This design comes from an exercise in tuning for small area, a short achievable clock period and few clock cycles per item on the open sky130 flow, not from production work.
The RTL was checked by simulation tests, not by an equivalence proof against the original design.
No activity file was given, so power comes from the tool's default toggle rates.

==> flow/design.v, too long to show whole: its modules and the start of the top module <==
// module mux2X1: 8 lines
// module carry_lookahead_adder_8_bit: 19 lines
// module CLA_8bit_slice: 38 lines
// module carry_lookahead_adder_32_bit: 13 lines
// module mpa_bx: 6 lines
// module mpa_xor: 5 lines
// module mpa_ha: 6 lines
// module mpa_and: 5 lines
// module mpa_gp: 6 lines
// module mpa_nd: 6 lines
// module mpa_ng: 5 lines
// module mp_adder: 1061 lines
module mp_adder (
    input  wire         iAddSub,
    input  wire         iClk,
    input  wire         iRst,
    input  wire         iStart,
    input  wire [511:0] iOpA,
    input  wire [511:0] iOpB,
    output wire [512:0] oRes,
    output wire         oDone);
  // ...
==> flow/flow/run.sh <==
#!/bin/bash
# Standard ORFS layout (the standard.sh) with three changes to how it is done:
# - buffer_ports gives every input and output port a buf_1 cell (the resizer
#   still sizes them as timing needs) instead of the cell it picks by default;
# - the ports are placed in bit order round the die edge, each bit's
#   iOpA/iOpB/oRes side by side (flow/pinorder.tcl, before place_pins);
# - before the resize step's repair_design, high-fanout nets get buffer trees
#   built from their sinks' locations (flow/pre_resize.tcl, flow/tree.tcl).
set -euo pipefail
export BUFFER_PORTS_ARGS="-buffer_cell sky130_fd_sc_hd__buf_1"
export PRE_IO_PLACEMENT_TCL="$(pwd)/flow/pinorder.tcl"
export PRE_RESIZE_TCL="$(pwd)/flow/pre_resize.tcl"
bash standard.sh > standard_flow.log 2>&1
==> flow/flow/pinorder.tcl <==
# Place the ports in bit order around the die: bit i's iOpA[i], iOpB[i] and
# oRes[i] sit next to each other, bits 0..511 go round the die edge (bottom
# left to right, right edge upwards, top right to left, left edge downwards),
# and the control ports fill the gap between bit 511 and bit 0.
proc po_slots {} {
  set block [ord::get_db_block]
  set die [$block getDieArea]
  set dbu [$block getDbUnitsPerMicron]
  set W [expr {[$die xMax] / double($dbu)}]
  set H [expr {[$die yMax] / double($dbu)}]
  set m 10.0
  set slots {}
  # bottom: met2 tracks x = 0.23 + 0.46k, two tracks apart
  for {set x [expr {0.23 + 0.46 * ceil(($m - 0.23) / 0.46)}]} {$x <= $W - $m} {set x [expr {$x + 0.92}]} {
    lappend slots [list met2 $x 0.0]
  }
  # right: met3 tracks y = 0.34 + 0.68k
  for {set y [expr {0.34 + 0.68 * ceil(($m - 0.34) / 0.68)}]} {$y <= $H - $m} {set y [expr {$y + 1.36}]} {
    lappend slots [list met3 $W $y]
  }
  # top, right to left
  set top {}
  for {set x [expr {0.23 + 0.46 * ceil(($m - 0.23) / 0.46)}]} {$x <= $W - $m} {set x [expr {$x + 0.92}]} {
    lappend top [list met2 $x $H]
  }
  set slots [concat $slots [lreverse $top]]
  # left, top to bottom
  set left {}
  for {set y [expr {0.34 + 0.68 * ceil(($m - 0.34) / 0.68)}]} {$y <= $H - $m} {set y [expr {$y + 1.36}]} {
    lappend left [list met3 0.0 $y]
  }
  return [concat $slots [lreverse $left]]
}

proc po_place {name slot} {
  lassign $slot layer x y
  if {$layer == "met2"} { set sz {0.14 0.485} } else { set sz {0.8 0.3} }
  place_pin -pin_name $name -layer $layer -location [list $x $y] -pin_size $sz -force_to_die_boundary
}

proc po_all {} {
  set slots [po_slots]
  set ns [llength $slots]
  set ctrl {iClk iRst iStart iAddSub oDone oRes[512]}
  # bits spread evenly over the ring, leaving room for the control ports at the end
  set nbits 512
  set used [expr {3 * $nbits + [llength $ctrl]}]
  if {$used > $ns} { error "pinorder: $used ports but only $ns slots" }
  set step [expr {double($ns - [llength $ctrl]) / $nbits}]
  for {set i 0} {$i < $nbits} {incr i} {
    set s [expr {int(floor($i * $step))}]
    po_place "iOpA\[$i\]" [lindex $slots $s]
    po_place "iOpB\[$i\]" [lindex $slots [expr {$s + 1}]]
    po_place "oRes\[$i\]" [lindex $slots [expr {$s + 2}]]
  }
  set s [expr {$ns - [llength $ctrl]}]
  foreach c $ctrl {
    po_place $c [lindex $slots $s]
    incr s
  }
  puts "pinorder: placed [expr {3 * $nbits + [llength $ctrl]}] ports on $ns slots"
}
po_all
==> flow/flow/pre_resize.tcl <==
# Runs inside ORFS's resize step (3_4), after global placement and before its
# repair_design: every signal net with more than 12 sinks gets a buffer tree
# built from its sinks' placed locations (flow/tree.tcl), instead of the
# chain of buffers that repair_design would lay along the net.
source [file join [file dirname [info script]] tree.tcl]
bt_all 12 12 8 {sky130_fd_sc_hd__buf_4 sky130_fd_sc_hd__buf_8}
==> flow/flow/tree.tcl <==
# Buffer trees for high-fanout signal nets, built by recursive bisection of
# the sinks' placed locations (a leaf buffer drives at most LEAF sinks that
# lie close together; upper levels drive at most UP buffers each).
proc bt_split {pts maxn} {
  # pts: list of {pin x y}; returns a list of clusters of at most maxn points
  if {[llength $pts] <= $maxn} { return [list $pts] }
  set xs [lmap p $pts {lindex $p 1}]
  set ys [lmap p $pts {lindex $p 2}]
  set dx [expr {[tcl::mathfunc::max {*}$xs] - [tcl::mathfunc::min {*}$xs]}]
  set dy [expr {[tcl::mathfunc::max {*}$ys] - [tcl::mathfunc::min {*}$ys]}]
  set k [expr {$dx >= $dy ? 1 : 2}]
  set s [lsort -real -index $k $pts]
  # split into halves whose sizes are multiples of maxn where possible
  set n [llength $s]
  set nc [expr {($n + $maxn - 1) / $maxn}]
  set h [expr {(($nc + 1) / 2) * $maxn}]
  if {$h >= $n} { set h [expr {$n / 2}] }
  return [concat [bt_split [lrange $s 0 [expr {$h - 1}]] $maxn] [bt_split [lrange $s $h end] $maxn]]
}

proc bt_sinks {net} {
  set pts {}
  foreach it [$net getITerms] {
    if {[$it isOutputSignal]} { continue }
    set inst [$it getInst]
    set bb [$inst getBBox]
    set x [expr {([$bb xMin] + [$bb xMax]) / 2.0}]
    set y [expr {([$bb yMin] + [$bb yMax]) / 2.0}]
    lappend pts [list "[$inst getName]/[[$it getMTerm] getName]" $x $y]
  }
  return $pts
}

proc bt_net {netname leaf up cells} {
  set block [ord::get_db_block]
  set dbu [$block getDbUnitsPerMicron]
  set lvl 0
  set maxn $leaf
  while {1} {
    set net [$block findNet $netname]
    set pts [bt_sinks $net]
    if {[llength $pts] <= $maxn} { break }
    set cell [lindex $cells [expr {min($lvl, [llength $cells] - 1)}]]
    set i 0
    foreach cl [bt_split $pts $maxn] {
      set sx 0.0; set sy 0.0
      foreach p $cl { set sx [expr {$sx + [lindex $p 1]}]; set sy [expr {$sy + [lindex $p 2]}] }
      set cx [expr {$sx / [llength $cl] / $dbu}]
      set cy [expr {$sy / [llength $cl] / $dbu}]
      set pins [get_pins [lmap p $cl {lindex $p 0}]]
      insert_buffer -buffer_cell $cell -net [get_nets $netname] -load_pins $pins -location [list $cx $cy] \
        -buffer_name "bt_${lvl}_${i}_$netname"
      incr i
    }
    puts "bt_net $netname: level $lvl, $i buffers of $cell"
    incr lvl
    set maxn $up
  }
}

# all signal nets with more than minfo sinks (clock nets excluded)
proc bt_all {minfo leaf up cells} {
  set block [ord::get_db_block]
  set names {}
  foreach net [$block getNets] {
    if {[$net getSigType] != "SIGNAL"} { continue }
    if {[$net isSpecial]} { continue }
    set n 0
    set drv 0
    foreach it [$net getITerms] { if {[$it isOutputSignal]} { incr drv } else { incr n } }
    if {$drv != 1 || $n <= $minfo} { continue }
    if {[llength [$net getBTerms]] > 0} { continue }
    lappend names [$net getName]
  }
  foreach nm $names { bt_net $nm $leaf $up $cells }
}
==> flow/standard.sh <==
#!/bin/bash
# synth_recipe.tcl (not shown) runs the flow's synth.tcl, then flattens the netlist and writes it again
# the make line also repeats each setting of config.mk as NAME=value (left out here)
make -C /OpenROAD-flow-scripts/flow DESIGN_CONFIG=/design/flow/config.mk WORK_HOME=/design/flow/orfs CLKGATE_MAP_FILE= SYNTH_SCRIPT=/design/flow/synth_recipe.tcl "${@:-finish}"
==> flow/config.mk <==
export PLATFORM = sky130hd
export DESIGN_NAME = mp_adder
export DESIGN_NICKNAME = mp_adder
export VERILOG_FILES = /design/flow/design.v
export SDC_FILE = /design/flow/constraint.sdc
export NUM_CORES = 4
export LEC_CHECK = 0
export CAP_MARGIN = 20
export CORE_AREA = 10 10 460 460
export DIE_AREA = 0 0 470 470
export GPL_TIMING_DRIVEN = 0
export SETUP_SLACK_MARGIN = 0.5
export SLEW_MARGIN = 20
export SYNTH_HIERARCHICAL = 1
==> flow/constraint.sdc <==
create_clock -name core_clock -period 5.0 [get_ports {iClk}]
set_input_delay 1.0000 -clock core_clock [delete_from_list [all_inputs] [get_ports {iClk}]]
set_output_delay 1.0000 -clock core_clock [all_outputs]
set_load 0.01 [all_outputs]
==> impl_metrics.tcl, run 1 <==
set metrics [dict create \
    h-tree-depth 4 \
    path_class "primary input to primary output" \
    top_usage_layer "met2" \
    syn-instance-count 3590 \
    multi_input_area_mm2 0.0271 \
    root_buffer "clkbuf_16" \
    sh_seq_area 0.0646 \
    slew_headroom 0.373 \
    crit_path_max_incr_delay_ns 0.28 \
    finalWirelength_um 141000 \
    synth_mux_area_frac 0 \
    path_delay_family "buffers and inverters" \
    stdcell_count 7900 \
    largest_reg_flops 127 \
    synth_top_area_share 0.303 \
    finalHoldViolCount 0 \
    ant_nets 0 \
    synth_cell_types 11 \
    ys_warn_count 7 \
    setup_viol 0 \
    dieArea_mm2 0.221 \
    power_leader "combinational logic" \
    ioPinCount 0 \
    placed_area_mm2 0.0392 \
    outcome "no timing/DRC/antenna violations" \
    crit_cells 11 \
    n_all_buffers 1592 \
    vias_per_cell 3.88 \
    antenna_found_initial 28 \
    flops_and_latches 129 \
    drv_slew 0 \
]
Testbench counts, summed over its fixed seeds: cycles 768, items 384.
==> run 2: changes to the inputs <==
--- a/flow/config.mk
+++ b/flow/config.mk
@@ -10,5 +10,5 @@
 export DIE_AREA = 0 0 470 470
 export GPL_TIMING_DRIVEN = 0
-export SETUP_SLACK_MARGIN = 0.5
+export SETUP_SLACK_MARGIN = 1.1
 export SLEW_MARGIN = 20
 export SYNTH_HIERARCHICAL = 1
==> run 2 against run 1 <==
  * Via count rose by 5.8%
  * Setup slack improved by 0.21 ns
  * Final cell count up 4.3%
  * Critical endpoint is now oRes[243]
  * Hold slack improved by 0.0037 ns
  * Largest power group unchanged
  * Still clean
==> impl_metrics.tcl, run 2 <==
set metrics [dict create \
    outcome "no timing/DRC/antenna violations" \
    cp-start-kind "primary input" \
    drive_gt1_frac 0.150 \
    port_buffers 1541 \
    drc 0 \
    via_count 32446 \
    antenna_found_initial 19 \
    route.met2.wl_um 77400 \
    worstPathRequired_ns 4.00 \
    synthTopCellsByArea "xor2_1, ha_1, a21o_1" \
    ys_ff_latch 129 \
    die_y_um 470 \
    root_buffer "clkbuf_16" \
    min-delay-path-class "primary input to flop" \
    grt_use_total 0.122 \
    area_growth_pct 51.1 \
    dp_hpwl_um 131000 \
    cts_sinks 129 \
    crit_path_max_fanout 6 \
    wl_per_cell_um 17.9 \
    start_util 0.147 \
    path_class "primary input to primary output" \
    vdd_ir_drop_max_mv 0.230 \
    routabilityCongestion 0.846 \
    yosysSeqAreaShare 0.0872 \
    syn-instance-count 3590 \
    synthFlopType "dfxtp_1" \
    setup_viol 0 \
    cts_buffer_depth 2 \
    ant_nets 0 \
    synth_top_area_share 0.303 \
    grt_start_max_net_pins 17 \
    regMostFlops "rC" \
    stdcell_count 8237 \
    max_freq_mhz 244 \
    synth.avg_cell_area_um2 8.25 \
    num_rows 165 \
    finalHoldViolCount 0 \
    synth_cell_types 11 \
    h-tree-depth 4 \
    synth_most_common_cell "xor2_1" \
    cap_violations 0 \
    dr_wl_met3_um 7450 \
    grt_pass1_wl_um 203000 \
    synth-async-reset-ratio 0 \
    dieArea_mm2 0.221 \
    syn-num-nets 5130 \
    reg_top3 "rC: 127 flops, rCout: 1 flops, rDone: 1 flops" \
    fin_nets 7077 \
    cp.arrival_ns 3.10 \
    min_delay_path_depth 2 \
    die_w_um 470 \
    drt-initial-drc-count 647 \
    syn-cell-area_mm2 0.0296 \
    vias_per_cell 3.94 \
    top_layer "met5" \
    p_leak_nw 23.4 \
    finalWirelength_um 148000 \
    dr.pass1.iters 4 \
    powerDensity_mw_per_mm2 256 \
    final_cell_mix "buf_1, xor2_1, a21o_1" \
    layout_commonest_cell "buf_1" \
    cts_made_buffers 17 \
    ys_top_cells_by_count "xor2_1, a21o_1, ha_1" \
    cts.reportedPaths.clkPinSlew_ns 0.08 \
    end_kind "primary output" \
    wl_met1_um 59600 \
    drv_slew 0 \
    cts_tree "yes" \
    grt_pass1_vias 32514 \
    worstMarginPinSlew_ns 0.835 \
    yosys.area.top_type "xor2_1" \
    fp.coreArea_mm2 0.202 \
    ys_warn_count 7 \
    largest_reg_flops 127 \
    period_needed_ns 4.10 \
    rsz0062_at_grt "yes" \
    synth_edf_count 0 \
    post-route-period-util 0.821 \
    finalPower_w 0.0114 \
    ioPinCount 0 \
    slew_headroom 0.445 \
    gr-total-overflow 0 \
    place_inst 7853 \
]
[run 2: repair_timing]
item	4_1_cts	5_1_grt
pin swaps	50	293
gates cloned	1	12
setup endpoints to repair	540	306
setup buffers	59	265
hold buffers	0	0
gates resized for setup	278	510
[run 2: cell families (layout without fill, tap and decap cells)]
| group | after synthesis | after routing | share of synthesized area |
|---|---|---|---|
| adders and majority gates | 512 | 512 | 0.216 |
| other | 0 | 16 | 0 |
| DFF | 129 | 129 | 0.0872 |
| and+or+nand+nor | 707 | 707 | 0.117 |
| buffers and inverters | 1 | 1960 | 0.000254 |
| AOI/OAI and AO/OA | 1217 | 1217 | 0.276 |
| xor gates and xnor gates | 1024 | 1024 | 0.303 |
[run 2: final cells by class]
| cell class | instances | area, um^2 |
|---|---|---|
| multi-input cells | 3460 | 28200 |
| repair buffers | 1928 | 9950 |
| diodes | 16 | 40.0 |
| clock buffers | 19 | 443 |
| clock inverters | 12 | 231 |
| fillers | 22636 | 157000 |
| plain buffers | 1 | 7.51 |
| well taps | 2672 | 3340 |
| flip-flops and latches | 129 | 2580 |
[run 2: power breakdown]
| part | switching (W) | leakage [nW] | total, W | internal [W] |
|---|---|---|---|---|
| combinational | 0.00480 | 21.9 | 0.00847 | 0.00367 |
| clock | 0.000641 | 0.324 | 0.00159 | 0.000948 |
| sequential | 0.000141 | 1.09 | 0.00138 | 0.00124 |
[run 2: Yosys stat by module, one instance, submodules excluded]
module | cell area, um^2 | flops+latches | times used
mp_adder | 2620 | 129 | 1
mpa_bx | 35.0 | 0 | 128
mpa_gp | 26.3 | 0 | 128
mpa_ha | 50.0 | 0 | 128
mpa_nd | 13.8 | 0 | 321
mpa_ng | 7.51 | 0 | 512
mpa_xor | 35.0 | 0 | 128
[run 2: stage by stage]
| stage | setup WS, ns | TNS (ns) | cell area [um^2] | util | hold WS (ns) |
|---|---|---|---|---|---|
| finish | 0.897 | 0 | 44800 | 0.222 | 0.669 |
| global route | 0.839 | 0 | 44700 | 0.222 | 0.600 |
| CTS | 0.873 | 0 | 41200 | 0.204 | 0.583 |
| detailed placement | -1.45 | -39.69 | 39200 | 0.194 | 1.22 |
| global placement | -26.59 | - | 38700 | 0.192 | 1.22 |
| floorplan | 1.60 | 0 | 29600 | - | 1.06 |
[run 2: critical path: stages]
cell and delay, ns:
buf_16 0.11, buf_16 0.16, clkbuf_16 0.25, buf_12 0.15
xor2_2 0.14, ha_1 0.31, a21o_1 0.20, a21o_1 0.21
a21o_1 0.19, xor2_1 0.15, buf_2 0.15
[run 2: final timing paths]
check | endpoint | startpoint | slack [ns]
setup / recovery | oRes[243] | iAddSub | 0.90
hold / removal | rDone | iRst | 0.67
[run 2: routing by layer]
metal / vias up / GRT usage
li1: 16557 / -
met1: 14888 / 0.138
met2: 858 / 0.233
met3: 139 / 0.0284
met4: 4 / 0.0257
met5: - / 0
==> run 3: changes to the inputs <==
--- a/flow/config.mk
+++ b/flow/config.mk
@@ -10,5 +10,5 @@
 export DIE_AREA = 0 0 470 470
 export GPL_TIMING_DRIVEN = 0
-export SETUP_SLACK_MARGIN = 1.1
+export SETUP_SLACK_MARGIN = 0.9
 export SLEW_MARGIN = 20
 export SYNTH_HIERARCHICAL = 1
==> run 3 against run 2 <==
  * Sequential power about the same
  * Routed wire length down 2.7%
  * Synthesized cell count unchanged
  * Setup slack worse by 0.044 ns
  * Non-clock buffer count down 239
  * Critical endpoint is now oRes[250]
  * Hold slack better by 0.0020 ns
  * Design area down 6.8%
  * Die area unchanged
  * Clock-buffer cell count unchanged
  * Flip-flop and latch count unchanged
==> impl_metrics.tcl, run 3 <==
set metrics [dict create \
    worstPathRequired_ns 4.00 \
    ys_ff_latch 129 \
    crit_path_start "iAddSub" \
    path_class "primary input to primary output" \
    cts.reportedPaths.clkPinSlew_ns 0.08 \
    routabilityCongestion 0.846 \
    dieArea_mm2 0.221 \
    synthFlopType "dfxtp_1" \
    area_growth_pct 40.8 \
    slew_headroom 0.456 \
    crit_slowest_cell "ha_1" \
    placed_area_mm2 0.0392 \
    grt_use_total 0.122 \
    drt-initial-drc-count 731 \
    cp-start-kind "primary input" \
    num_rows 165 \
    drv_slew 0 \
    yosys.area.top_type "xor2_1" \
    cts_sinks 129 \
    syn-instance-count 3590 \
    largest_reg_flops 127 \
    final_cell_mix "buf_1, xor2_1, a21o_1" \
    fin_nets 6838 \
    ys_warn_count 7 \
    die_y_um 470 \
    post-route-period-util 0.829 \
    worstMarginPinSlew_ns 0.820 \
    synth-async-reset-ratio 0 \
    ys_top_cells_by_count "xor2_1, a21o_1, ha_1" \
    dr.pass1.iters 5 \
    min-delay-path-class "primary input to flop" \
    finalWirelength_um 144000 \
    cap_violations 0 \
    root_buffer "clkbuf_16" \
    synth_cell_types 11 \
    outcome "no timing/DRC/antenna violations" \
    powerDensity_mw_per_mm2 258 \
    cts_tree "yes" \
    antenna_found_initial 28 \
    cts_buffer_depth 2 \
    finalHoldViolCount 0 \
    finalSetupTns_ns 0 \
    drive_gt1_frac 0.0697 \
    ioPinCount 0 \
    end_kind "primary output" \
    crit_path_max_incr_delay_ns 0.33 \
    setup_viol 0 \
    synth_most_common_cell "xor2_1" \
    vdd_ir_drop_max_mv 0.230 \
    syn-num-nets 5130 \
    synth_edf_count 0 \
    synthTopCellsByArea "xor2_1, ha_1, a21o_1" \
    port_buffers 1541 \
    synth.avg_cell_area_um2 8.25 \
    min_to "rDone" \
    die_w_um 470 \
    p_leak_nw 21.6 \
    crit_path_max_fanout 6 \
    vias_per_cell 3.91 \
    regMostFlops "rC" \
    h-tree-depth 4 \
    period_needed_ns 4.15 \
    cp.arrival_ns 3.15 \
    gr-total-overflow 0 \
    drc 0 \
    grt_pass1_vias 32050 \
    yosysSeqAreaShare 0.0872 \
    path_cells "buf_16 > buf_16 > clkbuf_16 > buf_12 > xor2_1 > ha_1 > a21o_1 > a21o_1 > buf_4 > xor2_1 > buf_1" \
    synth_top_area_share 0.303 \
    layout_commonest_cell "buf_1" \
    ant_nets 0 \
    via_count 31258 \
    wl_per_cell_um 17.9 \
    grt_start_max_net_pins 17 \
    hold_start "iRst" \
    cts_hold_buf 0 \
    fp.coreArea_mm2 0.202 \
    syn-cell-area_mm2 0.0296 \
    grt_pass1_wl_um 201000 \
    max_freq_mhz 241 \
    reg_top3 "rC: 127 flops, rCout: 1 flops, rDone: 1 flops" \
    stdcell_area_mm2 0.0417 \
    min_delay_path_depth 2 \
    cts_made_buffers 17 \
    dp_hpwl_um 131000 \
    start_util 0.147 \
    rsz0062_at_grt "yes" \
]
[run 3: cell counts after synthesis]
No cell type changed its count.
[run 3: worst max-delay path by stage]
stage | to | cells after the start
finish | oRes[250] | 11
global route | oRes[235] | 11
CTS | oRes[199] | 11
detailed placement | rCout | 16
global placement | rCout | 14
floorplan | rCout | 13
[run 3: area by class of cell]
class	count	area, um^2
plain buffers	1	7.51
well taps	2672	3340
fillers	23043	160000
flip-flops and latches	129	2580
repair buffers	1689	7590
multi-input cells	3460	27500
clock inverters	12	231
clock buffers	19	443
diodes	19	47.5
[run 3: through the flow]
stage               instances  utilization  total power, W  worst slack [ns]  hold slack, ns
floorplan                3590            -         0.00596              1.60            1.06
global placement         7803        0.192         0.00897            -26.59            1.22
detailed placement       7853        0.194         0.00901             -1.45            1.22
CTS                      7900        0.201          0.0109             0.831           0.583
global route             7984        0.206          0.0117             0.766           0.600
finish                   8001        0.207          0.0108             0.854           0.671
[run 3: what timing repair did]
action	4_1_cts	5_1_grt
pin swaps	12	73
cloned	0	8
resized for setup	235	73
setup buffers	16	74
setup endpoints to repair	401	120
[run 3: where the power goes]
group	total (W)	switching, W	internal (W)
Sequential	0.00138	0.000140	0.00124
Clock	0.00159	0.000639	0.000947
Combinational	0.00779	0.00465	0.00315
Total	0.0108	0.00543	0.00533
[run 3: cell families (layout without fill, tap and decap cells)]
family	Yosys count	count (layout)	share of synthesized area
adders and majority gates	512	512	0.216
and+or+nand+nor	707	707	0.117
buffers and inverters	1	1721	0.000254
other	0	19	0
AOI/OAI and AO/OA	1217	1217	0.276
xor gates and xnor gates	1024	1024	0.303
DFF	129	129	0.0872
[run 3: routing by layer]
| layer | wire (um) | part of all wire | track usage | up-vias |
|---|---|---|---|---|
| li1 | - | - | - | 16081 |
| met1 | 58800 | 0.41 | 0.137 | 14186 |
| met2 | 75200 | 0.52 | 0.231 | 874 |
| met3 | 7420 | 0.052 | 0.0285 | 115 |
| met4 | 2240 | 0.016 | 0.0234 | 2 |
| met5 | 13 | 0.000091 | 0 | - |
[run 3: per-module statistics from Yosys, one instance, submodules excluded]
| module | flops+latches | area (um^2) |
|---|---|---|
| mp_adder | 129 | 2620 |
| mpa_bx | 0 | 35.0 |
| mpa_gp | 0 | 26.3 |
| mpa_ha | 0 | 50.0 |
| mpa_nd | 0 | 13.8 |
| mpa_ng | 0 | 7.51 |
| mpa_xor | 0 | 35.0 |
[run 3: worst max-delay path: cells and delay by family]
kind | cells | cell delay [ns]
AO/OA/AOI/OAI | 2 | 0.38
buffers and inverters | 6 | 1.01
adder cells (fa/ha/maj) | 1 | 0.33
XOR/XNOR | 2 | 0.32
==> run 4: changes to the inputs <==
--- a/flow/config.mk
+++ b/flow/config.mk
@@ -10,5 +10,5 @@
 export DIE_AREA = 0 0 470 470
 export GPL_TIMING_DRIVEN = 0
-export SETUP_SLACK_MARGIN = 0.9
+export SETUP_SLACK_MARGIN = 0.8
 export SLEW_MARGIN = 20
 export SYNTH_HIERARCHICAL = 1
==> run 4 against run 3 <==
  * First-iteration DRC count fell by 13%
  * Critical endpoint is now oRes[299]
  * Non-clock buffer count fell by 70
  * Fmax fell by 0.26%
==> impl_metrics.tcl, run 4 <==
set metrics [dict create \
    via_count 30875 \
    end_kind "primary output" \
    cts_made_buffers 17 \
    root_buffer "clkbuf_16" \
    fp.coreArea_mm2 0.202 \
    cts_tree "yes" \
    finalHoldViolCount 0 \
    path_cells "buf_12 > buf_16 > buf_16 > buf_8 > xor2_1 > ha_1 > a21o_1 > a21o_1 > a21o_1 > xor2_1 > clkbuf_2" \
    cp-start-kind "primary input" \
    fin_hold_ws_ns 0.668 \
    cts_hold_buf 0 \
    grt_pass1_vias 32091 \
    gr-total-overflow 0 \
    synth_top_area_share 0.303 \
    cts_buffer_depth 2 \
    worstMarginPinSlew_ns 0.919 \
    vias_per_cell 3.89 \
    cap_violations 0 \
    vdd_ir_drop_max_mv 0.228 \
    timing.critical_path.buf_inv 5 \
    ys_warn_count 7 \
    path_delay_family "buffers and inverters" \
    start_util 0.147 \
    ys_top_cells_by_count "xor2_1, a21o_1, ha_1" \
    drv_slew 0 \
    slew_headroom 0.390 \
    synth_most_common_cell "xor2_1" \
    powerDensity_mw_per_mm2 259 \
    dr.pass1.iters 4 \
    wl_per_cell_um 17.9 \
    crit_path_max_fanout 12 \
    synthFlopType "dfxtp_1" \
    layout_commonest_cell "buf_1" \
    antenna_found_initial 20 \
    finalWirelength_um 142000 \
    routabilityCongestion 0.846 \
    regMostFlops "rC" \
    synth_cell_types 11 \
    yosysSeqAreaShare 0.0872 \
    fin_nets 6768 \
    synth_edf_count 0 \
    period_needed_ns 4.16 \
    fin_util 0.202 \
    drt-initial-drc-count 635 \
    die_y_um 470 \
    drive_gt1_frac 0.0464 \
    finalPower_w 0.0106 \
    syn-instance-count 3590 \
    max_freq_mhz 241 \
    ys_ff_latch 129 \
    die_w_um 470 \
    p_leak_nw 21.2 \
    path_class "primary input to primary output" \
    rsz0062_at_grt "yes" \
    grt_pass1_wl_um 201000 \
    outcome "no timing/DRC/antenna violations" \
    area_growth_pct 37.9 \
    largest_reg_flops 127 \
    yosys.area.top_type "xor2_1" \
    h-tree-depth 4 \
    worst_path_most_repeated_cell "a21o_1" \
    cts_sinks 129 \
    worstPathRequired_ns 4.00 \
    synth-async-reset-ratio 0 \
    crit_slowest_cell "ha_1" \
    syn-num-nets 5130 \
    syn-cell-area_mm2 0.0296 \
    num_rows 165 \
    port_buffers 1541 \
    dp_hpwl_um 131000 \
    synthTopCellsByArea "xor2_1, ha_1, a21o_1" \
    post-route-period-util 0.831 \
    grt_use_total 0.122 \
    ant_nets 0 \
    ioPinCount 0 \
    synth.avg_cell_area_um2 8.25 \
    min-delay-path-class "primary input to flop" \
    dieArea_mm2 0.221 \
    cts.reportedPaths.clkPinSlew_ns 0.08 \
    drc 0 \
    grt_start_max_net_pins 17 \
    cp.arrival_ns 3.16 \
    setup_viol 0 \
    crit_path_max_incr_delay_ns 0.31 \
    final_cell_mix "buf_1, xor2_1, a21o_1" \
    reg_top3 "rC: 127 flops, rCout: 1 flops, rDone: 1 flops" \
]
-- run 4: changes by cell type in the layout (fill, tap and decap cells not counted), sizes merged --
cell | before | now
buf | 1681 | 1581
clkbuf | 28 | 58
diode | 19 | 15
-- run 4: layout make-up --
cell class | instances | area (um^2)
fill | 23141 | 161000
antenna | 15 | 37.5
multi-input combinational | 3460 | 27300
clock inverter | 12 | 231
tap | 2672 | 3340
buffer | 1 | 7.51
sequential | 129 | 2580
clock buffer | 19 | 443
timing repair buffer | 1619 | 6900
-- run 4: worst paths after layout --
check	from	to	slack (ns)	cells past startpoint
worst max-delay path	iAddSub	oRes[299]	0.84	11
worst min-delay path	iRst	rDone	0.67	2
-- run 4: kinds of logic (layout without fill, tap and decap cells) --
kind of cell	after synthesis	after routing	synth area share
compound gates	1217	1217	0.276
flops	129	129	0.0872
buf+inv	1	1651	0.000254
xor+xnor	1024	1024	0.303
fa+ha+maj	512	512	0.216
simple gates	707	707	0.117
other cells	0	15	0
-- run 4: routing by layer --
| layer | vias to the layer above | global-route usage | part of all wire |
|---|---|---|---|
| met2 | 848 | 0.230 | 0.52 |
| met3 | 114 | 0.0285 | 0.050 |
| met4 | 0 | 0.0243 | 0.015 |
| li1 | 15925 | - | - |
| met5 | - | 0 | 0 |
| met1 | 13988 | 0.137 | 0.41 |
-- run 4: Yosys stat by module, one instance, submodules excluded --
module    flops+latches  times used  area [um^2]  cells
mpa_gp                0         128         26.3      6
mpa_xor               0         128         35.0      4
mpa_ng                0         512         7.51      1
mp_adder            129           1         2620    132
mpa_bx                0         128         35.0      4
mpa_ha                0         128         50.0      4
mpa_nd                0         321         13.8      2
-- run 4: per-stage QoR --
step           setup TNS, ns  cells  setup WS [ns]  area [um^2]
5_1_grt                    0   7914          0.751        40800
3_3_place_gp               -   7803         -26.59        38700
6_report                   0   7927          0.843        40800
4_1_cts                    0   7887          0.769        40200
2_1_floorplan              0   3590           1.60        29600
3_5_place_dp          -39.69   7853          -1.45        39200
-- run 4: where the power goes --
part / internal (W) / switching [W] / leakage, nW / total (W)
clock: 0.000948 / 0.000642 / 0.324 / 0.00159
sequential: 0.00124 / 0.000140 / 1.09 / 0.00138
combinational: 0.00303 / 0.00460 / 19.8 / 0.00763
total: 0.00521 / 0.00539 / 21.2 / 0.0106
-- run 4: timing repair --
| item | in CTS | in global routing |
|---|---|---|
| setup endpoints to repair | 331 | 111 |
| hold endpoints to repair | 0 | 0 |
| gates cloned | 0 | 3 |
| buffers inserted | 3 | 22 |
| pin swaps | 2 | 39 |
| gates resized for setup | 120 | 128 |
==> run 5: changes to the inputs <==
--- a/flow/config.mk
+++ b/flow/config.mk
@@ -10,4 +10,5 @@
 export DIE_AREA = 0 0 470 470
 export GPL_TIMING_DRIVEN = 0
+export PLACE_DENSITY = 0.4
 export SETUP_SLACK_MARGIN = 0.8
 export SLEW_MARGIN = 20
==> run 5 against run 4 <==
  * Hold slack improved by 0.0086 ns
  * Clock power decreased by 9%
  * Non-clock buffer count increased by 36
  * Flip-flop and latch count unchanged
  * Via count increased by 2.3%
  * Die area unchanged
  * Highest routed layer unchanged
  * Combinational power increased by 3.9%
  * Still clean on timing, DRC and antenna
  * Fmax decreased by 0.97%
  * First-iteration DRC count increased by 46%
  * Power increased by 1.5%
==> impl_metrics.tcl, run 5 <==
set metrics [dict create \
    regMostFlops "rC" \
    via_count 31581 \
    synthTopCellsByArea "xor2_1, ha_1, a21o_1" \
    syn-instance-count 3590 \
    gr-total-overflow 0 \
    largest_reg_flops 127 \
    path_delay_family "compound AO/OA/AOI/OAI gates" \
    die_w_um 470 \
    root_buffer "clkbuf_16" \
    area_growth_pct 39.2 \
    cp-start-kind "primary input" \
    synth_most_common_cell "xor2_1" \
    reg_top3 "rC: 127 flops, rCout: 1 flops, rDone: 1 flops" \
    grt_start_max_net_pins 17 \
    max_freq_mhz 238 \
    fin_nets 6804 \
    synth-async-reset-ratio 0 \
    port_buffers 1541 \
    wl_per_cell_um 20.1 \
    routabilityCongestion 0.810 \
    outcome "no timing/DRC/antenna violations" \
    timing.critical_path.buf_inv 5 \
    cp.arrival_ns 4.61 \
    rsz0062_at_grt "yes" \
    finalWirelength_um 160000 \
    layout_commonest_cell "buf_1" \
    ys_ff_latch 129 \
    cts_sinks 129 \
    crit_cells 17 \
    synth_top_area_share 0.303 \
    period_needed_ns 4.20 \
    final_cell_mix "buf_1, xor2_1, a21o_1" \
    drive_gt1_frac 0.0536 \
    path_class "primary input to flop" \
    dr.pass1.iters 5 \
    synthFlopType "dfxtp_1" \
    die_y_um 470 \
    crit_path_start "iAddSub" \
    finalHoldViolCount 0 \
    crit_path_max_incr_delay_ns 0.34 \
    grt_use_total 0.136 \
    num_rows 165 \
    min-delay-path-class "primary input to flop" \
    cts_made_buffers 17 \
    drt-initial-drc-count 924 \
    synth_cell_types 11 \
    grt_pass1_wl_um 223000 \
    seqCellArea_mm2 0.00258 \
    ant_nets 0 \
    yosys.area.top_type "xor2_1" \
    synth.avg_cell_area_um2 8.25 \
    end_kind "flop" \
    setup_viol 0 \
    hold_start "iRst" \
    cts.reportedPaths.clkPinSlew_ns 0.08 \
    syn-num-nets 5130 \
    antenna_found_initial 18 \
    ys_top_cells_by_count "xor2_1, a21o_1, ha_1" \
    cts_buffer_depth 2 \
    fin_util 0.204 \
    h-tree-depth 4 \
    nFillCells 23080 \
    synth_edf_count 0 \
    syn-cell-area_mm2 0.0296 \
    cap_violations 0 \
    grt_pass1_vias 33796 \
    vias_per_cell 3.96 \
    yosysSeqAreaShare 0.0872 \
    powerDensity_mw_per_mm2 261 \
    vdd_ir_drop_max_mv 0.295 \
    place_ws_ns -1.17 \
    p_leak_nw 21.4 \
    path_cells "buf_16 > buf_16 > clkbuf_16 > clkbuf_16 > buf_4 > xor2_1 > ha_1 > a21oi_1 > o21ai_1 > a21o_1 > a21o_1 > a21o_1 > a21o_1 > a21o_1 > a21o_1 > a21o_1 > a21o_1" \
    ioPinCount 0 \
    worst_path_most_repeated_cell "a21o_1" \
    post-route-period-util 0.840 \
    fp.coreArea_mm2 0.202 \
    cts_hold_buf 0 \
    min_delay_path_depth 2 \
    worstMarginPinSlew_ns 0.710 \
    worstPathRequired_ns 5.41 \
    cts_tree "yes" \
    drc 0 \
    dp_hpwl_um 147000 \
    drv_slew 0 \
    slew_headroom 0.529 \
    timing.final.ws_setup_ns 0.802 \
    dieArea_mm2 0.221 \
    crit_path_max_fanout 6 \
    ys_warn_count 7 \
    start_util 0.147 \
    multi_input_area_mm2 0.0274 \
    crit_slowest_cell "ha_1" \
]
[run 5: cell counts after synthesis]
No cell type changed its count.
[run 5: kinds of logic after synthesis]
| group | Yosys count | synth area share |
|---|---|---|
| DFF | 129 | 0.0872 |
| AOI/OAI and AO/OA | 1217 | 0.276 |
| xor gates and xnor gates | 1024 | 0.303 |
| buffers and inverters | 1 | 0.000254 |
| and+or+nand+nor | 707 | 0.117 |
| adders and majority gates | 512 | 0.216 |
[run 5: where the power goes]
| group | internal [W] | leakage, nW | switching (W) | total, W |
|---|---|---|---|---|
| clock | 0.000829 | 0.285 | 0.000612 | 0.00144 |
| combinational | 0.00307 | 20.0 | 0.00485 | 0.00793 |
| sequential | 0.00124 | 1.09 | 0.000153 | 0.00139 |
[run 5: per-stage QoR]
stage / cell area, um^2 / power (W) / hold slack (ns) / cells / setup TNS [ns]
5_1_grt: 41200 / 0.0117 / 0.605 / 7953 / 0
3_3_place_gp: 38700 / 0.00924 / 1.22 / 7803 / -
2_1_floorplan: 29600 / 0.00596 / 1.06 / 3590 / 0
6_report: 41200 / 0.0108 / 0.677 / 7971 / 0
3_5_place_dp: 39200 / 0.00926 / 1.23 / 7853 / -26.23
4_1_cts: 40200 / 0.0109 / 0.586 / 7888 / 0
[run 5: worst paths after layout]
path / endpoint / slack [ns]
min: rDone / 0.68
max: rC[93] / 0.80
[run 5: layout make-up]
cell class / count / area share
Buffer: 1 / 0.000182
Clock buffer: 18 / 0.0104
Multi-Input combinational cell: 3460 / 0.665
Clock inverter: 12 / 0.00449
Timing Repair Buffer: 1655 / 0.175
Antenna cell: 24 / 0.00146
Tap cell: 2672 / 0.0811
Sequential cell: 129 / 0.0627
[run 5: modules after synthesis (local to each module, per instance)]
module	flops+latches	cell area, um^2	cells	times used
mp_adder	129	2620	132	1
mpa_ha	0	50.0	4	128
mpa_bx	0	35.0	4	128
mpa_xor	0	35.0	4	128
mpa_gp	0	26.3	6	128
mpa_nd	0	13.8	2	321
mpa_ng	0	7.51	1	512
[run 5: metal layers]
| layer | vias to the layer above | global-route usage | wire length (um) |
|---|---|---|---|
| met1 | 14551 | 0.150 | 63800 |
| met5 | - | 0 | 0 |
| met4 | 0 | 0.0341 | 3670 |
| met3 | 125 | 0.0322 | 8260 |
| met2 | 868 | 0.260 | 84600 |
| li1 | 16037 | - | - |
[run 5: timing repair]
item                                    CTS  global route
hold endpoints to repair                  0             0
pin swaps                                 0            66
gates resized for setup                 140           106
cloned                                    0             6
setup buffers                             5            53
endpoints found under the setup margin  349           105
==> run 6: changes to the inputs <==
--- a/flow/config.mk
+++ b/flow/config.mk
@@ -10,5 +10,5 @@
 export DIE_AREA = 0 0 470 470
 export GPL_TIMING_DRIVEN = 0
-export PLACE_DENSITY = 0.4
+export PLACE_DENSITY = 0.8
 export SETUP_SLACK_MARGIN = 0.8
 export SLEW_MARGIN = 20
==> run 6 against run 5 <==
  * First-iteration DRC count shrank 5.3%
  * Synthesized cell count is the same
  * Flip-flop and latch count is the same
  * Clock-buffer cell count is the same
  * Critical path depth shrank 1
  * Synthesized area is the same
  * Setup slack lost 0.056 ns
  * Utilization shrank 0.27 points
  * Power shrank 2.8%
  * Final cell count shrank 0.66%
  * Largest cell class unchanged
==> impl_metrics.tcl, run 6 <==
set metrics [dict create \
    outcome "no timing/DRC/antenna violations" \
    synth_most_common_cell "xor2_1" \
    antenna_found_initial 22 \
    drive_gt1_frac 0.0451 \
    worstMarginPinSlew_ns 0.690 \
    h-tree-depth 4 \
    ys_warn_count 7 \
    worst_path_most_repeated_cell "a21o_4" \
    drc 0 \
    finalSetupTns_ns 0 \
    wl_per_cell_um 18.0 \
    ioPinCount 0 \
    p_leak_nw 21.1 \
    synthFlopType "dfxtp_1" \
    yosys.area.top_type "xor2_1" \
    syn-num-nets 5130 \
    grt_use_total 0.120 \
    worstPathRequired_ns 5.43 \
    finalHoldViolCount 0 \
    dieArea_mm2 0.221 \
    setup_viol 0 \
    reg_top3 "rC: 127 flops, rCout: 1 flops, rDone: 1 flops" \
    cts_hold_buf 0 \
    stdcell_count 7918 \
    drv_slew 0 \
    stdcell_area_mm2 0.0407 \
    ant_nets 0 \
    syn-instance-count 3590 \
    start_util 0.147 \
    fin_util 0.201 \
    max_freq_mhz 235 \
    timing.critical_path.buf_inv 3 \
    ys_top_cells_by_count "xor2_1, a21o_1, ha_1" \
    grt_pass1_vias 33186 \
    routabilityCongestion 0.878 \
    regMostFlops "rC" \
    gr-total-overflow 0 \
    via_count 31684 \
    slew_headroom 0.542 \
    die_w_um 470 \
    period_needed_ns 4.25 \
    path_delay_family "compound AO/OA/AOI/OAI gates" \
    ys_ff_latch 129 \
    cap_violations 0 \
    rsz0062_at_grt "yes" \
    min-delay-path-class "primary input to flop" \
    grt_pass1_wl_um 199000 \
    synth_edf_count 0 \
    layout_commonest_cell "buf_1" \
    cts_made_buffers 17 \
    dp_hpwl_um 129000 \
    cts_tree "yes" \
    drt-initial-drc-count 875 \
    post-route-period-util 0.851 \
    cp-start-kind "primary input" \
    synth_top_area_share 0.303 \
    dr.pass1.iters 5 \
    synth.avg_cell_area_um2 8.25 \
    num_rows 165 \
    port_buffers 1541 \
    place_inst 7853 \
    largest_reg_flops 127 \
    die_y_um 470 \
    finalPower_w 0.0105 \
    crit_slowest_cell "ha_1" \
    cts_sinks 129 \
    area_growth_pct 37.3 \
    powerDensity_mw_per_mm2 257 \
    path_cells "buf_12 > buf_8 > buf_6 > xor2_2 > ha_1 > a21oi_1 > o21ai_1 > a21o_1 > a21o_4 > a21o_4 > a21o_4 > a21o_2 > a21o_4 > a21o_4 > a21o_1 > nor2b_4" \
    synthTopCellsByArea "xor2_1, ha_1, a21o_1" \
    cp.arrival_ns 4.69 \
    placed_area_mm2 0.0392 \
    synth-async-reset-ratio 0 \
    grt_start_max_net_pins 17 \
    final_cell_mix "buf_1, xor2_1, a21o_1" \
    fp.coreArea_mm2 0.202 \
    yosysSeqAreaShare 0.0872 \
    fin_nets 6757 \
    vdd_ir_drop_max_mv 0.307 \
    synth_cell_types 11 \
    root_buffer "clkbuf_16" \
    vias_per_cell 4.00 \
    crit_path_max_fanout 12 \
    cts_buffer_depth 2 \
    syn-cell-area_mm2 0.0296 \
    end_kind "flop" \
    cts.reportedPaths.clkPinSlew_ns 0.08 \
    crit_path_max_incr_delay_ns 0.36 \
    path_class "primary input to flop" \
    finalWirelength_um 142000 \
]
[run 6: cell counts after synthesis]
No cell type changed its count.
[run 6: kinds of logic (layout without fill, tap and decap cells)]
family / after synthesis / in the layout / share of synthesized area
simple gates: 707 / 707 / 0.117
xor+xnor: 1024 / 1024 / 0.303
flops: 129 / 129 / 0.0872
compound gates: 1217 / 1217 / 0.276
other cells: 0 / 18 / 0
buf+inv: 1 / 1639 / 0.000254
fa+ha+maj: 512 / 512 / 0.216
[run 6: report_power, final]
group	switching [W]	total [W]	internal [W]
Combinational	0.00463	0.00763	0.00300
Sequential	0.000141	0.00138	0.00124
Clock	0.000654	0.00145	0.000792
Total	0.00542	0.0105	0.00504
[run 6: area by class of cell]
| type | instances | area (um^2) |
|---|---|---|
| Clock inverter | 12 | 163 |
| Fill cell | 22370 | 161000 |
| Multi-Input combinational cell | 3460 | 27300 |
| Sequential cell | 129 | 2580 |
| Timing Repair Buffer | 1608 | 6750 |
| Clock buffer | 18 | 439 |
| Antenna cell | 18 | 45.0 |
| Tap cell | 2672 | 3340 |
| Buffer | 1 | 7.51 |
[run 6: worst paths after layout]
path	from	end	slack, ns	cells past startpoint
min	iRst	rDone	0.68	2
max	iAddSub	rCout	0.75	16
[run 6: per-layer routing]
layer,vias to the layer above,GRT usage,wire length [um]
li1,15931,-,-
met1,14503,0.135,57000
met2,1066,0.223,73200
met3,182,0.0268,7390
met4,2,0.0381,4540
met5,-,0,13
[run 6: per-module statistics from Yosys, one instance, submodules excluded]
module,flip-flops and latches,copies in the design,cell area [um^2],cells inside
mpa_xor,0,128,35.0,4
mpa_ng,0,512,7.51,1
mpa_bx,0,128,35.0,4
mpa_gp,0,128,26.3,6
mpa_ha,0,128,50.0,4
mpa_nd,0,321,13.8,2
mp_adder,129,1,2620,132
[run 6: per-stage QoR]
stage | hold WS (ns) | worst slack, ns
after floorplan | 1.06 | 1.60
after global placement | 1.22 | -25.70
after detailed placement | 1.23 | -1.47
after CTS | 0.588 | 0.748
after global routing | 0.602 | 0.741
final | 0.680 | 0.746
[run 6: what timing repair did]
action / in CTS / in global routing
pin swaps: 0 / 22
buffers inserted: 0 / 14
gates resized for setup: 102 / 136
cloned: 0 / 3
setup endpoints to repair: 317 / 107
==> run 7: changes to the inputs <==
--- a/flow/config.mk
+++ b/flow/config.mk
@@ -6,10 +6,9 @@
 export NUM_CORES = 4
 export LEC_CHECK = 0
-export CAP_MARGIN = 20
+export CAP_MARGIN = 0
 export CORE_AREA = 10 10 460 460
 export DIE_AREA = 0 0 470 470
 export GPL_TIMING_DRIVEN = 0
-export PLACE_DENSITY = 0.8
 export SETUP_SLACK_MARGIN = 0.8
-export SLEW_MARGIN = 20
+export SLEW_MARGIN = 0
 export SYNTH_HIERARCHICAL = 1
==> run 7 against run 6 <==
  * Clock-buffer cell count up 1
  * Power increased by 0.46%
  * Non-clock buffer count is 17 lower
  * Critical endpoint is now rC[115]
  * Largest power group unchanged
  * Routed wire length down 0.42%
  * Synthesized cell count unchanged
  * Utilization down 0.22 points
  * Setup slack better by 0.14 ns
==> impl_metrics.tcl, run 7 <==
set metrics [dict create \
    outcome "no timing/DRC/antenna violations" \
    antenna_found_initial 26 \
    reg_top3 "rC: 127 flops, rCout: 1 flops, rDone: 1 flops" \
    vias_per_cell 3.90 \
    min-delay-path-class "primary input to flop" \
    p_clk_frac 0.153 \
    ant_nets 0 \
    num_rows 165 \
    finalWirelength_um 142000 \
    syn-num-nets 5130 \
    worstPathRequired_ns 5.48 \
    ys_top_cells_by_count "xor2_1, a21o_1, ha_1" \
    cp-start-kind "primary input" \
    synth.avg_cell_area_um2 8.25 \
    slew_headroom 0.441 \
    drv_slew 0 \
    cts_buffer_depth 2 \
    syn-instance-count 3590 \
    drt-initial-drc-count 705 \
    setup_viol 0 \
    port_buffers 1541 \
    start_util 0.147 \
    cts_tree "yes" \
    root_buffer "clkbuf_16" \
    synth_cell_types 11 \
    worstMarginPinSlew_ns 0.842 \
    post-route-period-util 0.822 \
    grt_pass1_wl_um 201000 \
    grt_use_total 0.122 \
    via_count 30844 \
    fp.coreArea_mm2 0.202 \
    regMostFlops "rC" \
    ioPinCount 0 \
    seqPwrFrac 0.131 \
    dieArea_mm2 0.221 \
    area_growth_pct 35.8 \
    ys_warn_count 7 \
    drive_gt1_frac 0.0290 \
    yosys.area.top_type "xor2_1" \
    wl_per_cell_um 17.9 \
    synth_edf_count 0 \
    layout_commonest_cell "buf_1" \
    synth_most_common_cell "xor2_1" \
    cp.arrival_ns 4.59 \
    vdd_ir_drop_max_mv 0.182 \
    synth-async-reset-ratio 0 \
    fin_nets 6740 \
    final_cell_mix "buf_1, xor2_1, a21o_1" \
    crit_path_max_fanout 12 \
    place_ws_ns -2.03 \
    rsz0062_at_grt "yes" \
    comb_power_share 0.716 \
    synth_top_area_share 0.303 \
    routabilityCongestion 0.846 \
    powerDensity_mw_per_mm2 261 \
    cap_violations 0 \
    dr.pass1.iters 4 \
    grt_pass1_vias 32146 \
    dp_hpwl_um 130000 \
    finalHoldViolCount 0 \
    die_w_um 470 \
    crit_end "rC[115]" \
    crit_path_start "iAddSub" \
    ys_ff_latch 129 \
    cts_made_buffers 17 \
    max_freq_mhz 243 \
    p_leak_nw 20.8 \
    cts_sinks 129 \
    gr-total-overflow 0 \
    end_kind "flop" \
    cts.reportedPaths.clkPinSlew_ns 0.08 \
    die_y_um 470 \
    h-tree-depth 4 \
    p_int_w 0.00511 \
    fin_util 0.199 \
    syn-cell-area_mm2 0.0296 \
    synthTopCellsByArea "xor2_1, ha_1, a21o_1" \
    yosysSeqAreaShare 0.0872 \
    path_class "primary input to flop" \
    synthFlopType "dfxtp_1" \
    largest_reg_flops 127 \
    fin_hold_ws_ns 0.664 \
    power_switching_share 0.514 \
    grt_start_max_net_pins 17 \
    timing.final.ws_setup_ns 0.890 \
    period_needed_ns 4.11 \
    drc 0 \
    switchingPower_w 0.00540 \
]
[run 7: cell families (layout without fill, tap and decap cells)]
logic type / Yosys count / after routing / share of synthesized area
simple gates: 707 / 707 / 0.117
buf+inv: 1 / 1623 / 0.000254
flops: 129 / 129 / 0.0872
fa+ha+maj: 512 / 512 / 0.216
compound gates: 1217 / 1217 / 0.276
other cells: 0 / 16 / 0
xor+xnor: 1024 / 1024 / 0.303
[run 7: per-stage QoR]
stage	cell area, um^2	std cells	setup TNS (ns)	total power (W)
after floorplan	29600	3590	0	0.00596
after global placement	38700	7803	-	0.00897
after detailed placement	39200	7852	-96.00	0.00901
after CTS	40100	7883	0	0.0108
after global routing	40200	7886	0	0.0115
final	40200	7900	0	0.0105
[run 7: power by group through the flow]
stage	Clock (W)	Sequential, W	Combinational, W
after floorplan	0	0.00137	0.00459
after detailed placement	0	0.00140	0.00761
final	0.00161	0.00138	0.00752
after global placement	0	0.00140	0.00757
after global routing	0.00173	0.00141	0.00834
after CTS	0.00172	0.00138	0.00771
[run 7: critical path: stages]
cell     delay [ns]
buf_16         0.19
buf_8          0.21
buf_4          0.25
xor2_1         0.11
ha_1           0.34
nand2_1        0.09
nor2_1         0.17
and2_1         0.32
and2_1         0.36
and2_2         0.34
and2_1         0.38
and2_1         0.20
and2_1         0.13
a21o_2         0.24
a21o_1         0.13
[run 7: layout make-up]
cell class                      count  area, um^2
Tap cell                         2672        3340
Timing Repair Buffer             1591        6320
Clock inverter                     12         231
Multi-Input combinational cell   3460       27300
Antenna cell                       16        40.0
Fill cell                       23184      162000
Sequential cell                   129        2580
Buffer                              1        7.51
Clock buffer                       19         443
[run 7: modules after synthesis (local to each module, per instance)]
module    cells inside  copies in the design
mpa_ha               4                   128
mpa_xor              4                   128
mpa_nd               2                   321
mpa_ng               1                   512
mpa_gp               6                   128
mp_adder           132                     1
mpa_bx               4                   128
[run 7: how the worst min path moves through the flow]
| stage | startpoint | end | slack [ns] | depth (start not counted) |
|---|---|---|---|---|
| after detailed placement | iRst | rDone | 1.22 | 2 |
| after CTS | iRst | rDone | 0.58 | 2 |
| after global routing | iRst | rDone | 0.60 | 2 |
| after floorplan | iAddSub | rCout | 1.06 | 1 |
| final | iRst | rDone | 0.66 | 2 |
| after global placement | iRst | rDone | 1.22 | 2 |
[run 7: routing by layer]
metal  share of wire  GRT usage
met5         0.00024          0
met4           0.018     0.0265
met1            0.41      0.138
met2            0.52      0.229
met3           0.053     0.0278
[run 7: what timing repair did]
action	CTS	global route
gates resized for setup	80	39
setup buffers	0	1
pin swaps	0	1
endpoints found under the setup margin	632	60
hold buffers	0	0
cloned	0	0
hold endpoints to repair	0	0
==> run 8: changes to the inputs <==
--- a/flow/config.mk
+++ b/flow/config.mk
@@ -6,9 +6,9 @@
 export NUM_CORES = 4
 export LEC_CHECK = 0
-export CAP_MARGIN = 0
+export CAP_MARGIN = 5
 export CORE_AREA = 10 10 460 460
 export DIE_AREA = 0 0 470 470
 export GPL_TIMING_DRIVEN = 0
 export SETUP_SLACK_MARGIN = 0.8
-export SLEW_MARGIN = 0
+export SLEW_MARGIN = 5
 export SYNTH_HIERARCHICAL = 1
==> run 8 against run 7 <==
  * Largest power group unchanged
  * Final cell count unchanged
  * Sequential power is essentially flat
  * Synthesized area did not move
  * Global-route usage unchanged
  * Highest routed layer unchanged
  * Sequential share of layout area did not move
  * Clock power is essentially flat
  * Fmax stayed put
==> impl_metrics.tcl, run 8 <==
set metrics [dict create \
    grt_pass1_wl_um 201000 \
    drc 0 \
    drv_slew 0 \
    outcome "no timing/DRC/antenna violations" \
    ys_warn_count 7 \
    p_leak_nw 20.8 \
    ys_top_cells_by_count "xor2_1, a21o_1, ha_1" \
    powerDensity_mw_per_mm2 261 \
    layout_commonest_cell "buf_1" \
    synth.avg_cell_area_um2 8.25 \
    post-route-period-util 0.822 \
    max_freq_mhz 243 \
    yosysSeqAreaShare 0.0872 \
    worst_path_most_repeated_cell "and2_1" \
    path_class "primary input to flop" \
    dieArea_mm2 0.221 \
    cp-start-kind "primary input" \
    grt_pass1_vias 32146 \
    drt-initial-drc-count 705 \
    stdcell_area_mm2 0.0402 \
    die_y_um 470 \
    placed_area_mm2 0.0392 \
    ant_nets 0 \
    worstMarginPinSlew_ns 0.842 \
    largest_reg_flops 127 \
    grt_start_max_net_pins 17 \
    reg_top3 "rC: 127 flops, rCout: 1 flops, rDone: 1 flops" \
    syn-instance-count 3590 \
    worstPathRequired_ns 5.48 \
    cp.arrival_ns 4.59 \
    cts_made_buffers 17 \
    place_ws_ns -2.03 \
    slew_headroom 0.441 \
    timing.critical_path.buf_inv 3 \
    synth_cell_types 11 \
    crit_path_start "iAddSub" \
    path_delay_family "simple AND/OR/NAND/NOR gates" \
    cts_sinks 129 \
    crit_path_max_fanout 12 \
    synth_edf_count 0 \
    via_count 30844 \
    gr-total-overflow 0 \
    crit_path_max_incr_delay_ns 0.38 \
    start_util 0.147 \
    final_cell_mix "buf_1, xor2_1, a21o_1" \
    grt_use_total 0.122 \
    crit_slowest_cell "and2_1" \
    h-tree-depth 4 \
    dr.pass1.iters 4 \
    routabilityCongestion 0.846 \
    finalWirelength_um 142000 \
    yosys.area.top_type "xor2_1" \
    synthTopCellsByArea "xor2_1, ha_1, a21o_1" \
    stdcell_count 7900 \
    cts_buffer_depth 2 \
    end_kind "flop" \
    syn-num-nets 5130 \
    min-delay-path-class "primary input to flop" \
    synthFlopType "dfxtp_1" \
    dp_hpwl_um 130000 \
    cts_tree "yes" \
    fin_nets 6740 \
    num_rows 165 \
    fp.coreArea_mm2 0.202 \
    port_buffers 1541 \
    die_w_um 470 \
    rsz0062_at_grt "yes" \
    crit_end "rC[115]" \
    root_buffer "clkbuf_16" \
    synth_most_common_cell "xor2_1" \
    setup_viol 0 \
    regMostFlops "rC" \
    area_growth_pct 35.8 \
    synth-async-reset-ratio 0 \
    syn-cell-area_mm2 0.0296 \
    vias_per_cell 3.90 \
    timing.final.ws_setup_ns 0.890 \
    crit_cells 15 \
    place_inst 7852 \
    synth_top_area_share 0.303 \
    vdd_ir_drop_max_mv 0.182 \
    wl_per_cell_um 17.9 \
    cap_violations 0 \
    finalHoldViolCount 0 \
    period_needed_ns 4.11 \
    drive_gt1_frac 0.0290 \
    cts.reportedPaths.clkPinSlew_ns 0.08 \
    antenna_found_initial 26 \
    ys_ff_latch 129 \
    ioPinCount 0 \
    path_cells "buf_16 > buf_8 > buf_4 > xor2_1 > ha_1 > nand2_1 > nor2_1 > and2_1 > and2_1 > and2_2 > and2_1 > and2_1 > and2_1 > a21o_2 > a21o_1" \
]
[run 8: cell counts after synthesis]
Identical to the previous run, type by type.
[run 8: cell type report]
class	count	area (um^2)
sequential	129	2580
fill	23184	162000
tap	2672	3340
clock buffer	19	443
clock inverter	12	231
buffer	1	7.51
multi-input combinational	3460	27300
antenna	16	40.0
timing repair buffer	1591	6320
[run 8: per-stage QoR]
step	hold slack [ns]	power, W	TNS, ns	utilization
floorplan	1.06	0.00596	0	-
global placement	1.22	0.00897	-	0.192
detailed placement	1.22	0.00901	-96.00	0.194
CTS	0.584	0.0108	0	0.198
global route	0.602	0.0115	0	0.199
finish	0.664	0.0105	0	0.199
[run 8: Yosys stat by module (local to each module, per instance)]
module    cell area (um^2)  times used  cells  flops+latches
mpa_xor               35.0         128      4              0
mpa_bx                35.0         128      4              0
mpa_gp                26.3         128      6              0
mpa_ng                7.51         512      1              0
mpa_nd                13.8         321      2              0
mp_adder              2620           1    132            129
mpa_ha                50.0         128      4              0
[run 8: what timing repair did]
action,4_1_cts,5_1_grt
pin swaps,0,1
gates cloned,0,0
endpoints found under the hold margin,0,0
hold buffers,0,0
buffers inserted,0,1
resized for setup,80,39
endpoints found under the setup margin,632,60
[run 8: how the worst min path moves through the flow]
stage,startpoint,cells past startpoint,to
floorplan,iAddSub,1,rCout
global placement,iRst,2,rDone
finish,iRst,2,rDone
global route,iRst,2,rDone
detailed placement,iRst,2,rDone
CTS,iRst,2,rDone
[run 8: where the power goes]
part | internal (W) | switching (W)
combinational | 0.00292 | 0.00460
sequential | 0.00124 | 0.000140
clock | 0.000948 | 0.000659
[run 8: layer usage]
metal | wire length (um) | vias to the layer above | track usage
met1 | 58100 | 13978 | 0.138
met3 | 7470 | 126 | 0.0278
li1 | - | 15868 | -
met5 | 34 | - | 0
met2 | 73300 | 868 | 0.229
met4 | 2600 | 4 | 0.0265
[run 8: kinds of logic (layout without fill, tap and decap cells)]
logic type,after synthesis,in the layout,share of synthesized area
AOI/OAI and AO/OA,1217,1217,0.276
xor gates and xnor gates,1024,1024,0.303
adders and majority gates,512,512,0.216
buffers and inverters,1,1623,0.000254
DFF,129,129,0.0872
other,0,16,0
and+or+nand+nor,707,707,0.117
==> run 9: changes to the inputs <==
--- a/flow/config.mk
+++ b/flow/config.mk
@@ -10,5 +10,5 @@
 export DIE_AREA = 0 0 470 470
 export GPL_TIMING_DRIVEN = 0
-export SETUP_SLACK_MARGIN = 0.8
+export SETUP_SLACK_MARGIN = 0.9
 export SLEW_MARGIN = 5
 export SYNTH_HIERARCHICAL = 1
==> run 9 against run 8 <==
  * First-iteration DRC count rose by 3.7%
  * Die area did not move
  * Power rose by 2.4%
  * Clock-buffer cell count did not move
  * Non-clock buffer count rose by 67
  * Final cell count rose by 0.90%
  * Critical endpoint unchanged
  * Largest cell class unchanged
==> impl_metrics.tcl, run 9 <==
set metrics [dict create \
    reg_top3 "rC: 127 flops, rCout: 1 flops, rDone: 1 flops" \
    synth_top_family_by_area "XOR/XNOR gates" \
    multi_input_area_mm2 0.0275 \
    layout_commonest_cell "buf_1" \
    post-route-period-util 0.821 \
    fin_nets 6807 \
    min_delay_path_depth 2 \
    synth_most_common_cell "xor2_1" \
    outcome "no timing/DRC/antenna violations" \
    yosysSeqAreaShare 0.0872 \
    port_buffers 1541 \
    ant_nets 0 \
    syn-instance-count 3590 \
    vdd_ir_drop_max_mv 0.182 \
    synth-async-reset-ratio 0 \
    grt_start_max_net_pins 17 \
    period_needed_ns 4.10 \
    dp_hpwl_um 130000 \
    finalWirelength_um 143000 \
    h-tree-depth 4 \
    min-delay-path-class "primary input to flop" \
    crit_path_start "iAddSub" \
    die_w_um 470 \
    final_cell_mix "buf_1, xor2_1, a21o_1" \
    cts_buffer_depth 2 \
    grt_use_total 0.122 \
    ys_ff_latch 129 \
    finalPower_w 0.0108 \
    synth-simple-area-share 0.117 \
    worstMarginPinSlew_ns 0.838 \
    synth_compound_area_frac 0.276 \
    synthFlopType "dfxtp_1" \
    cts_sinks 129 \
    antenna_found_initial 25 \
    via_count 31105 \
    wl_per_cell_um 18.0 \
    place_ws_ns -2.03 \
    p_leak_nw 21.6 \
    cap_violations 0 \
    synthTopCellsByArea "xor2_1, ha_1, a21o_1" \
    synth_fa_ha_area_frac 0.216 \
    drt-initial-drc-count 731 \
    setup_viol 0 \
    path_class "primary input to flop" \
    num_rows 165 \
    routabilityCongestion 0.846 \
    root_buffer "clkbuf_16" \
    syn-num-nets 5130 \
    regMostFlops "rC" \
    synth_mux_area_frac 0 \
    powerDensity_mw_per_mm2 258 \
    start_util 0.147 \
    synth_cell_types 11 \
    seqCellArea_mm2 0.00258 \
    dr.pass1.iters 5 \
    vias_per_cell 3.90 \
    synth_top_area_share 0.303 \
    max_freq_mhz 244 \
    cts_hold_buf 0 \
    dieArea_mm2 0.221 \
    syn-cell-area_mm2 0.0296 \
    gr-total-overflow 0 \
    drive_gt1_frac 0.0631 \
    yosys.area.top_type "xor2_1" \
    worstPathRequired_ns 5.48 \
    synth.avg_cell_area_um2 8.25 \
    synth_edf_count 0 \
    cts_tree "yes" \
    die_y_um 470 \
    grt_pass1_wl_um 201000 \
    drc 0 \
    ys_top_cells_by_count "xor2_1, a21o_1, ha_1" \
    grt_pass1_vias 32170 \
    ys_warn_count 7 \
    ioPinCount 0 \
    fp.coreArea_mm2 0.202 \
    largest_reg_flops 127 \
    cp-start-kind "primary input" \
    drv_slew 0 \
    timing.final.ws_setup_ns 0.896 \
    slew_headroom 0.444 \
    area_growth_pct 40.6 \
    cts_made_buffers 17 \
    finalSetupTns_ns 0 \
    crit_path_max_fanout 12 \
    end_kind "flop" \
    yosys.area_share.xor_xnor 0.303 \
    cts.reportedPaths.clkPinSlew_ns 0.08 \
    rsz0062_at_grt "yes" \
    nFillCells 22983 \
    hold_start "iRst" \
    cp.arrival_ns 4.58 \
    finalHoldViolCount 0 \
]
-- run 9: changes by cell type in the layout (fill, tap and decap cells not counted), moves of 8 or more --
cell,delta
buf_2,+25
buf_12,+18
xor2_2,+19
buf_4,+34
xor2_1,-19
clkbuf_2,+55
buf_1,-80
clkbuf_16,+10
a21o_4,+8
-- run 9: worst max-delay path, stage by stage --
cell     delay (ns)
buf_16         0.15
buf_12         0.15
buf_16         0.16
buf_12         0.16
xor2_1         0.17
ha_1           0.33
nand2_1        0.09
nor2_1         0.17
and2_1         0.32
and2_1         0.37
and2_2         0.35
and2_1         0.38
and2_1         0.20
and2_1         0.13
a21o_2         0.24
a21o_1         0.13
-- run 9: through the flow --
step	utilization	hold slack, ns	cell area, um^2	std cells
after CTS	0.199	0.584	40200	7883
after floorplan	-	1.06	29600	3590
after detailed placement	0.194	1.22	39200	7852
after global routing	0.206	0.600	41600	7953
after global placement	0.192	1.22	38700	7803
final	0.206	0.665	41600	7971
-- run 9: logic make-up (layout without fill, tap and decap cells) --
group / after synthesis / in the layout
AO/OA/AOI/OAI: 1217 / 1217
XOR/XNOR: 1024 / 1024
AND/OR/NAND/NOR: 707 / 707
adder cells (fa/ha/maj): 512 / 512
flip-flops: 129 / 129
buffers and inverters: 1 / 1690
other: 0 / 20
-- run 9: cell type report --
class,count,area share
diodes,20,0.00120
plain buffers,1,0.000180
clock buffers,19,0.0106
clock inverters,12,0.00556
multi-input cells,3460,0.661
flip-flops and latches,129,0.0620
well taps,2672,0.0803
repair buffers,1658,0.179
-- run 9: repair_timing --
item	CTS	global route
gates cloned	0	10
endpoints found under the hold margin	0	0
buffers inserted	0	58
endpoints found under the setup margin	633	149
resized for setup	122	216
pin swaps	0	47
-- run 9: per-layer routing --
layer,routed length [um],share of wire,global-route usage,vias up
li1,-,-,-,16002
met5,34,0.00024,0,-
met3,7170,0.050,0.0270,135
met1,58700,0.41,0.139,14092
met4,2720,0.019,0.0265,4
met2,74800,0.52,0.229,872
-- run 9: path summary, 6_finish.rpt --
check,endpoint,slack [ns]
hold / removal,rDone,0.67
setup / recovery,rC[115],0.90
-- run 9: where the power goes --
part | total, W | switching [W] | internal (W)
combinational | 0.00777 | 0.00466 | 0.00311
sequential | 0.00138 | 0.000141 | 0.00124
clock | 0.00161 | 0.000659 | 0.000948
-- run 9: Yosys stat by module, one instance, submodules excluded --
module    cell area, um^2  times used
mpa_nd               13.8         321
mpa_gp               26.3         128
mpa_xor              35.0         128
mpa_ng               7.51         512
mpa_ha               50.0         128
mpa_bx               35.0         128
mp_adder             2620           1

[afterwards: timing with drivers on the ports]
In the flow no input, the clock included, has a driving cell. The finished layouts below were timed again as built, in two steps. Step 1, drivers: a clkbuf_16 drives iClk and a buf_2 each remaining input, both assumed. Step 2 times the ports against the registers' clock, not the clock port: input delays grow and output delays shrink by t, the midpoint of the rising clock arrivals with the driver on. Three values: ideal ports, drivers, drivers and shift; two values: the first two.
| run | t (ns) | setup WS [ns] | slew at the worst register clock pin (ns) | worst data-port slew with drivers (ns) |
|---|---|---|---|---|
| run 1 | 0.609 | 0.686 / 0.637 / 0.113 | 0.08 / 0.08 | 0.07 |
| run 2 | 0.605 | 0.897 / 0.826 / 0.346 | 0.08 / 0.08 | 0.10 |
| run 3 | 0.606 | 0.854 / 0.787 / 0.269 | 0.08 / 0.08 | 0.09 |
| run 4 | 0.605 | 0.843 / 0.790 / 0.272 | 0.08 / 0.08 | 0.07 |
| run 5 | 0.604 | 0.802 / 0.750 / 0.209 | 0.09 / 0.09 | 0.11 |
| run 6 | 0.601 | 0.746 / 0.763 / 0.162 | 0.08 / 0.08 | 0.07 |
| run 7 | 0.611 | 0.890 / 0.803 / 0.271 | 0.08 / 0.08 | 0.08 |
| run 8 | 0.611 | 0.890 / 0.803 / 0.271 | 0.08 / 0.08 | 0.08 |
| run 9 | 0.611 | 0.896 / 0.874 / 0.303 | 0.08 / 0.08 | 0.08 |
After both steps setup and hold are still met in every run listed.
